This is an optimization exercise on Yosys and OpenROAD, whose aim is small area and a short achievable clock period, not a production implementation.
At most, simulation tests tie the RTL to the original design; equivalence was not proved.
Power and IR drop assume default switching activity.

==> flow/design.v <==
module barrel_shifter (
    input  logic        i_clk,
    input  logic        i_signed,
    input  logic        i_shift_left,
    input  logic [4:0]  i_shift_amt,
    input  logic [31:0] i_data,
    output logic [31:0] o_data
);
    logic left, s4, fill, fill_n, cm_n;
    assign left = i_shift_left;
    assign s4   = i_shift_amt[4];
    assign fill = i_signed & i_data[31];
    logic sr0, sr1, sr0_n, sl0_n, cm, ch;
    logic [1:0] sl1_n;    
    bs_nor2  u_sr0   (.a(left), .b(s4), .y(sr0));
    bs_andn  u_sr1   (.a(s4), .b_n(left), .y(sr1));
    bs_or2   u_sr0_n (.a(left), .b(s4), .y(sr0_n));
    bs_nand2 u_sl0_n (.a(left), .b(s4), .y(sl0_n));
    bs_orn   u_sl1_n0 (.a(s4), .b_n(left), .y(sl1_n[0]));
    bs_orn   u_sl1_n1 (.a(s4), .b_n(left), .y(sl1_n[1]));
    bs_nand3b u_cm_n (.a_n(left), .b(i_signed), .c(i_data[31]), .y(cm_n));
    bs_nand2  u_cm   (.a(s4), .b(cm_n), .y(cm));
    bs_nand2  u_fl_n (.a(i_signed), .b(i_data[31]), .y(fill_n));
    bs_nand2b u_ch   (.a_n(left), .b(fill_n), .y(ch));
    logic [3:0] ax, ax_n, a, a_n;
    for (genvar t = 0; t < 4; t++) begin : g_sel
        bs_xor2  u_x  (.a(i_shift_amt[t]), .b(left), .y(ax[t]));
        bs_xnor2 u_xn (.a(i_shift_amt[t]), .b(left), .y(ax_n[t]));
        bs_inv   u_a  (.a(ax_n[t]), .y(a[t]));
        bs_inv   u_an (.a(ax[t]),   .y(a_n[t]));
    end
    logic [46:0] v16_n;
    logic [38:0] v8;
    logic [34:0] v4_n;
    logic [32:0] v2;
    logic [31:0] res_n;
    logic [31:0] q_n;
    for (genvar i = 0; i < 15; i++) begin : g_s16_lo
        bs_aoi22 u (.a(i_data[i]), .sa(sr0), .b(i_data[i+16]), .sb(sr1), .y(v16_n[i]));
    end
    assign v16_n[15] = ~((i_data[15] & ~left & ~s4) | (i_data[31] & ~left & s4) | (i_data[0] & left & ~s4));
    for (genvar i = 16; i < 31; i++) begin : g_s16_mid
        bs_oai221 u (.a(i_data[i]), .sa_n(sr0_n), .b(i_data[i-15]), .sb_n(sl1_n[0]),
                     .c(cm), .y(v16_n[i]));
    end
    assign v16_n[31] = ~((i_data[31] & ~left & ~s4) | (fill & ~left & s4) | (i_data[0] & left & s4)
                         | (i_data[16] & left & ~s4));
    for (genvar i = 32; i < 47; i++) begin : g_s16_hi
        bs_oai221 u (.a(i_data[i-31]), .sa_n(sl0_n), .b(i_data[i-15]), .sb_n(sl1_n[1]),
                     .c(ch), .y(v16_n[i]));
    end
    for (genvar i = 0; i < 39; i++) begin : g_s8
        bs_mux_n u (.a(v16_n[i]), .sa_n(a[3]), .b(v16_n[i+8]), .sb_n(a_n[3]), .y(v8[i]));
    end
    for (genvar i = 0; i < 35; i++) begin : g_s4
        bs_mux_n u (.a(v8[i]), .sa_n(a[2]), .b(v8[i+4]), .sb_n(a_n[2]), .y(v4_n[i]));
    end
    for (genvar i = 0; i < 33; i++) begin : g_s2
        bs_mux_n u (.a(v4_n[i]), .sa_n(a[1]), .b(v4_n[i+2]), .sb_n(a_n[1]), .y(v2[i]));
    end
    for (genvar i = 0; i < 32; i++) begin : g_s1
        bs_mux_n u (.a(v2[i]), .sa_n(a[0]), .b(v2[i+1]), .sb_n(a_n[0]), .y(res_n[i]));
    end
    always_ff @(posedge i_clk) q_n <= res_n;
    assign o_data = ~q_n;
endmodule
module bs_mux_n (input logic a, sa_n, b, sb_n, output logic y);
    assign y = ~((a | sa_n) & (b | sb_n));
endmodule
module bs_aoi22 (input logic a, sa, b, sb, output logic y);
    assign y = ~((a & sa) | (b & sb));
endmodule
module bs_oai221 (input logic a, sa_n, b, sb_n, c, output logic y);
    assign y = ~((a | sa_n) & (b | sb_n) & c);
endmodule
module bs_inv (input logic a, output logic y);
    assign y = ~a;
endmodule
module bs_nor2 (input logic a, b, output logic y);
    assign y = ~(a | b);
endmodule
module bs_or2 (input logic a, b, output logic y);
    assign y = a | b;
endmodule
module bs_nand2 (input logic a, b, output logic y);
    assign y = ~(a & b);
endmodule
module bs_andn (input logic a, b_n, output logic y);
    assign y = a & ~b_n;
endmodule
module bs_orn (input logic a, b_n, output logic y);
    assign y = a | ~b_n;
endmodule
module bs_xor2 (input logic a, b, output logic y);
    assign y = a ^ b;
endmodule
module bs_xnor2 (input logic a, b, output logic y);
    assign y = ~(a ^ b);
endmodule
module bs_nand3b (input logic a_n, b, c, output logic y);
    assign y = ~(~a_n & b & c);
endmodule
module bs_nand2b (input logic a_n, b, output logic y);
    assign y = ~(~a_n & b);
endmodule
export LEC_CHECK = 0
export CAP_MARGIN = 20
export CORE_MARGIN = 2
export CORE_UTILIZATION = 50
export GPL_TIMING_DRIVEN = 0
export PLACE_DENSITY = 0.8
export SLEW_MARGIN = 20
export SYNTH_HIERARCHICAL = 1
export SYNTH_MINIMUM_KEEP_SIZE = 0
create_clock -name core_clock -period 3.5 [get_ports {i_clk}]
standard.sh (not shown) runs the stock make flow with config.mk's settings and CLKGATE_MAP_FILE= SYNTH_SCRIPT=/design/flow/synth_recipe.tcl, a recipe that flattens the netlist after the stock synthesis.
==> flow/flow/run.sh <==
#!/bin/bash
set -e
here=$(pwd)
export BUFFER_PORTS_ARGS="-buffer_cell sky130_fd_sc_hd__buf_1"
export POST_FLOORPLAN_TCL="$here/flow/post_floorplan.tcl"
export PRE_RESIZE_TCL="$here/flow/pre_resize.tcl"
bash standard.sh > standard.log 2>&1
Other scripts of this flow, unchanged in this note and not shown: flow/flow/post_floorplan.tcl, flow/flow/pre_resize.tcl, flow/flow/sizing.tcl
Rerun with:
--- a/flow/design.v
+++ b/flow/design.v
@@ -7,20 +7,23 @@
     output logic [31:0] o_data
 );
-    logic left, s4, fill, fill_n, cm_n;
+    logic left, s4, fill;
     assign left = i_shift_left;
     assign s4   = i_shift_amt[4];
     assign fill = i_signed & i_data[31];
-    logic sr0, sr1, sr0_n, sl0_n, cm, ch;
+    logic left_n, s4_n, fill_n, lf_n, sr1_n, sl0_n, cm, ch;
+    logic [1:0] sr0_n;    
     logic [1:0] sl1_n;    
-    bs_nor2  u_sr0   (.a(left), .b(s4), .y(sr0));
-    bs_andn  u_sr1   (.a(s4), .b_n(left), .y(sr1));
-    bs_or2   u_sr0_n (.a(left), .b(s4), .y(sr0_n));
-    bs_nand2 u_sl0_n (.a(left), .b(s4), .y(sl0_n));
-    bs_orn   u_sl1_n0 (.a(s4), .b_n(left), .y(sl1_n[0]));
-    bs_orn   u_sl1_n1 (.a(s4), .b_n(left), .y(sl1_n[1]));
-    bs_nand3b u_cm_n (.a_n(left), .b(i_signed), .c(i_data[31]), .y(cm_n));
-    bs_nand2  u_cm   (.a(s4), .b(cm_n), .y(cm));
-    bs_nand2  u_fl_n (.a(i_signed), .b(i_data[31]), .y(fill_n));
-    bs_nand2b u_ch   (.a_n(left), .b(fill_n), .y(ch));
+    bs_inv   u_left_n (.a(left), .y(left_n));
+    bs_inv   u_s4_n   (.a(s4), .y(s4_n));
+    bs_nand2 u_sr0_n0 (.a(left_n), .b(s4_n), .y(sr0_n[0]));
+    bs_nand2 u_sr0_n1 (.a(left_n), .b(s4_n), .y(sr0_n[1]));
+    bs_nand2 u_sr1_n  (.a(left_n), .b(s4), .y(sr1_n));
+    bs_nand2 u_sl0_n  (.a(left), .b(s4), .y(sl0_n));
+    bs_nand2 u_sl1_n0 (.a(left), .b(s4_n), .y(sl1_n[0]));
+    bs_nand2 u_sl1_n1 (.a(left), .b(s4_n), .y(sl1_n[1]));
+    bs_nand2 u_fill_n (.a(i_signed), .b(i_data[31]), .y(fill_n));
+    bs_nand3 u_lf_n   (.a(left_n), .b(i_signed), .c(i_data[31]), .y(lf_n));
+    bs_nand2 u_cm     (.a(s4), .b(lf_n), .y(cm));
+    bs_nand2 u_ch     (.a(left_n), .b(fill_n), .y(ch));
     logic [3:0] ax, ax_n, a, a_n;
     for (genvar t = 0; t < 4; t++) begin : g_sel
@@ -37,9 +40,10 @@
     logic [31:0] q_n;
     for (genvar i = 0; i < 15; i++) begin : g_s16_lo
-        bs_aoi22 u (.a(i_data[i]), .sa(sr0), .b(i_data[i+16]), .sb(sr1), .y(v16_n[i]));
+        bs_oai221 u (.a(i_data[i]), .sa_n(sr0_n[0]), .b(i_data[i+16]), .sb_n(sr1_n), .c(left_n),
+                     .y(v16_n[i]));
     end
     assign v16_n[15] = ~((i_data[15] & ~left & ~s4) | (i_data[31] & ~left & s4) | (i_data[0] & left & ~s4));
     for (genvar i = 16; i < 31; i++) begin : g_s16_mid
-        bs_oai221 u (.a(i_data[i]), .sa_n(sr0_n), .b(i_data[i-15]), .sb_n(sl1_n[0]),
+        bs_oai221 u (.a(i_data[i]), .sa_n(sr0_n[1]), .b(i_data[i-15]), .sb_n(sl1_n[0]),
                      .c(cm), .y(v16_n[i]));
     end
@@ -68,7 +72,4 @@
     assign y = ~((a | sa_n) & (b | sb_n));
 endmodule
-module bs_aoi22 (input logic a, sa, b, sb, output logic y);
-    assign y = ~((a & sa) | (b & sb));
-endmodule
 module bs_oai221 (input logic a, sa_n, b, sb_n, c, output logic y);
     assign y = ~((a | sa_n) & (b | sb_n) & c);
@@ -77,18 +78,9 @@
     assign y = ~a;
 endmodule
-module bs_nor2 (input logic a, b, output logic y);
-    assign y = ~(a | b);
-endmodule
-module bs_or2 (input logic a, b, output logic y);
-    assign y = a | b;
-endmodule
 module bs_nand2 (input logic a, b, output logic y);
     assign y = ~(a & b);
 endmodule
-module bs_andn (input logic a, b_n, output logic y);
-    assign y = a & ~b_n;
-endmodule
-module bs_orn (input logic a, b_n, output logic y);
-    assign y = a | ~b_n;
+module bs_nand3 (input logic a, b, c, output logic y);
+    assign y = ~(a & b & c);
 endmodule
 module bs_xor2 (input logic a, b, output logic y);
@@ -98,8 +90,2 @@
     assign y = ~(a ^ b);
 endmodule
-module bs_nand3b (input logic a_n, b, c, output logic y);
-    assign y = ~(~a_n & b & c);
-endmodule
-module bs_nand2b (input logic a_n, b, output logic y);
-    assign y = ~(~a_n & b);
-endmodule
Outcome: The changed run finished with timing, DRC and antenna clean; die area went up by 0.86%; setup slack degrades by 0.12 ns; routed wire length fell by 2.5%; cell area is higher by 0.83%; hold slack is worse by 0.016 ns; fmax fell by 5.2%; count of clock-buffer cells in the layout stays the same; total power rises by 0.36%; final cell count increases by 0.47%; via count falls by 0.58%; flip-flop and latch count stays the same; global-route usage is lower by 0.77 points; clock power barely changes.
Only the layout flow was run in the second run of this note; the RTL was not checked for function there.

[afterwards: timing with drivers on the ports]
The flow's constraints put no driver on any port. The routed layouts listed below were extracted and timed again, unchanged, in two steps.
Step 1 sets driving cells, clkbuf_16 on the clock port and buf_2 on the other inputs (assumed; they add their load-dependent delay and slew).
Step 2 adds t to the input delays and takes it off the output delays; t is the mean of the earliest and latest rising clock arrival at the registers after step 1. Input paths then give back, and output paths get back, about the clock's delay inside the block.
a / b / c = ideal ports / drivers / drivers and shift; a / b = the first two.
| run | t (ns) | slack for setup (ns) | clock arrival spread, ns | slew at the worst register clock pin (ns) | worst data-port slew with drivers (ns) |
|---|---|---|---|---|---|
| the first run | 0.305 | 1.350 / 1.330 / 1.025 | 0.006 / 0.006 | 0.07 / 0.07 | 0.05 |
| the second run | 0.315 | 1.231 / 1.230 / 0.915 | 0.005 / 0.005 | 0.06 / 0.06 | 0.04 |
After both steps setup and hold are still met in every run listed. For the first run, which loses most, drivers alone change the setup slack by -0.020 ns; drivers and shift together by -0.325 ns.
